Source: an optimization exercise on an open RTL-to-GDS flow (aim: small area, a short achievable clock period and few clock cycles per item). Production flows keep margins and buffers that such runs may drop.
Function was checked by simulation only, so behaviour that the tests miss may differ from the original.

==> flow/design.v <==
module rom (
	input  [2:0]  addr,
	output [15:0] q
);
	assign q = (addr == 3'd0) ? 16'ha062 : (addr == 3'd1) ? 16'h04ea :
	           (addr == 3'd2) ? 16'hdbba : (addr == 3'd3) ? 16'h4042 :
	           (addr == 3'd4) ? 16'hbfbe : (addr == 3'd5) ? 16'h2446 :
	           (addr == 3'd6) ? 16'hfb16 : 16'h5f9e;
endmodule
module cordic_core (
	input             clk, rst, en,
	input      [15:0] z,
	input      [15:0] q,
	output     [2:0]  addr,
	output reg        done,
	output     [15:0] x, y
);
	reg               busy;
	reg        [3:0]  m;       
	reg signed [15:0] xr, yr, zr;
	reg               inr;     
	reg               dn;      
	reg        [2:0]  kd;      
	reg        [3:0]  zs;      
	wire accept = en & ~busy;
	wire inr_v  = (zr[15:10] == 6'b000000) | (zr[15:10] == 6'b111111);
	function lt;
		input [15:0] a, c;
		integer i;
		begin
			lt = 1'b0;
			for (i = 0; i < 16; i = i + 1)
				if (c[i] ^ (i == 15))
					lt = ~(a[i] ^ (i == 15)) | lt;
				else
					lt = ~(a[i] ^ (i == 15)) & lt;
		end
	endfunction
	wire d0 = z[15];
	wire d1 = d0 ? lt(z, -16'sd12868) : lt(z, 16'sd12868);
	wire d2 = d0 ? (d1 ? lt(z, -16'sd20464) : lt(z, -16'sd5272))
	             : (d1 ? lt(z,  16'sd5272)  : lt(z,  16'sd20464));
	wire [15:0] x2 = (d1 == d0) ? (d0 ? 16'h136e : 16'h136f) : (d0 ? 16'h3a4c : 16'h3a4b);
	wire [15:0] y2 = d1 ? (d0 ? 16'hc5b5 : 16'h136f) : (d0 ? 16'hec91 : 16'h3a4b);
	wire signed [15:0] yc = yr ^ {16{~dn}};
	wire signed [15:0] xc = xr ^ {16{dn}};
	wire signed [15:0] yc2 = yc >>> 2;
	wire signed [15:0] xc2 = xc >>> 2;
	wire        [15:0] oy = yc2 >>> m;
	wire        [15:0] ox = xc2 >>> m;
	wire        [15:0] qa = ({16{zs[1]}} & 16'h07f5) | ({16{zs[2]}} & 16'h03ff);
	wire        [15:0] oz = zs[0] ? q : (qa ^ {16{~dn}});
	wire               cz = ~zs[0] & ~dn;
	wire        [16:0] sx = {xr, 1'b1} + {oy, ~dn};
	wire        [16:0] sy = {yr, 1'b1} + {ox, dn};
	wire        [16:0] sz = {zr, 1'b1} + {oz, cz};
	always @(posedge clk) begin
		if (accept) begin
			xr <= x2;
			yr <= y2;
			zr <= z;
			dn <= d2;
			m  <= 4'd0;
			zs <= 4'b0001;
		end else begin
			xr <= sx[16:1];
			yr <= sy[16:1];
			zr <= (|zs[2:0]) ? sz[16:1] : {zr[15], zr[13:0], 1'b0};
			m  <= m + 4'd1;
			zs <= {zs[2:0], 1'b0};
			if (|zs[2:0])
				dn <= sz[16];
			else if (zs[3] ? inr_v : inr)
				dn <= ~zr[9];
			else
				dn <= zr[15];
		end
		if (zs[3])
			inr <= inr_v;
		kd <= {d2, d1, d0};    
	end
	always @(posedge clk, posedge rst) begin
		if (rst) begin
			busy <= 1'b0;
			done <= 1'b0;
		end else begin
			busy <= accept | (busy & (m != 4'd12));
			done <= busy & (m == 4'd12);
		end
	end
	assign addr = kd;
	assign x = xr;
	assign y = yr;
endmodule
module cordic (
	input                clk, rst, en,
	output               done,
	input  signed [15:0] z,
	output signed [15:0] x, y
);
	wire [2:0]  rom_addr;
	wire [15:0] rom_data;
	cordic_core u_cordic_core (
		.clk(clk), .rst(rst), .en(en), .z(z),
		.addr(rom_addr), .q(rom_data),
		.done(done), .x(x), .y(y)
	);
	rom u_rom (.addr(rom_addr), .q(rom_data));
endmodule
Settings: LEC_CHECK=0, ABC_AREA=1, CAP_MARGIN=20, CORE_MARGIN=2, CORE_UTILIZATION=60, GPL_TIMING_DRIVEN=1, SETUP_SLACK_MARGIN=2.8, SLEW_MARGIN=20; clock period 6.0 ns.
standard.sh (not shown) runs the stock make flow with config.mk's settings and CLKGATE_MAP_FILE= SYNTH_SCRIPT=/design/flow/synth_recipe.tcl, a recipe that flattens the netlist after the stock synthesis.
==> flow/flow/run.sh <==
#!/bin/bash
# The standard layout (the standard.sh, standard synthesis unchanged),
# with two changes to how the layout is made:
# - the port buffers that global placement inserts are the smallest buffer
#   cell instead of the resizer's default pick (every input and output port
#   still gets its own buffer);
# - clock tree synthesis clusters the clock sinks into larger groups, so the
#   small register count is reached through fewer clock buffers.
set -e
cp standard.sh standard.sh.log
export BUFFER_PORTS_ARGS="-buffer_cell sky130_fd_sc_hd__buf_1"
export CTS_ARGS="-sink_clustering_enable -repair_clock_nets -sink_clustering_size 32 -sink_clustering_max_diameter 150 -buf_list sky130_fd_sc_hd__clkbuf_8"
bash standard.sh > standard.log 2>&1
The starting point went through all stages and came out clean.
Testbench counts at the start, summed over its fixed seeds: cycles 33,600, items 2,400.
Rerun with:
==> flow/flow/run.sh (replaced) <==
#!/bin/bash
# The standard layout (the standard.sh, standard synthesis unchanged),
# with the port buffers that global placement inserts made of the smallest
# buffer cell instead of the resizer's default pick. Every input and output
# port still gets its own buffer.
set -e
cp standard.sh standard.sh.log
export BUFFER_PORTS_ARGS="-buffer_cell sky130_fd_sc_hd__buf_1"
bash standard.sh > standard.log 2>&1
PLACE_DENSITY = 0.85   (was not set)
Effect: First-iteration DRC count fell by 2.5%; setup slack improves by 0.0089 ns; cell area fell by 1.7%.
Rerun with:
PLACE_DENSITY = 0.7   (was 0.85)
=> Clock-buffer cell count does not change. Global-route usage climbs by 1.6 points. Routed wire length rises by 6.3%. Design area went up by 1.7%.
Rerun with:
==> flow/run.sh (new file) <==
#!/bin/bash
# synth_recipe.tcl (not shown) runs the flow's synth.tcl, then flattens the netlist and writes it again
# the make line also repeats each setting of config.mk as NAME=value (left out here)
make -C /OpenROAD-flow-scripts/flow DESIGN_CONFIG=/design/flow/config.mk WORK_HOME=/design/flow/orfs CLKGATE_MAP_FILE= SYNTH_SCRIPT=/design/flow/synth_recipe.tcl finish
CORE_UTILIZATION = 55   (was 60)
PLACE_DENSITY = not set   (was 0.7)
removed: flow/flow/run.sh
removed: flow/standard.sh
The new run ran to the end with no violations.
Final area climbs by a few percent.
Wire length climbs by a few percent.
Global-route usage drops by 0.81 points.

re-timing with driven ports:
How much do the figures lean on ideal ports? The routed layouts below were timed once more, with nothing changed but the port constraints.
Step 1 sets driving cells, clkbuf_16 on the clock port and buf_2 on the other inputs (assumed; they add their load-dependent delay and slew).
Step 2, shift: input delay + t, output delay - t, t = (earliest + latest rising clock arrival at the registers) / 2. This alone moves slack from input paths to output paths.
Slacks: ideal ports / drivers / drivers and shift; pairs: ideal ports / drivers.
run	shift t [ns]	setup WS [ns]	slew at the worst register clock pin (ns)
the first run	0.397	2.937 / 2.937 / 2.632	0.08 / 0.08
the second run	0.394	2.945 / 2.945 / 2.882	0.08 / 0.08
the third run	0.397	2.937 / 2.937 / 2.632	0.08 / 0.08
the fourth run	0.415	2.943 / 2.943 / 2.642	0.08 / 0.08
After both steps setup and hold are still met in every run listed.
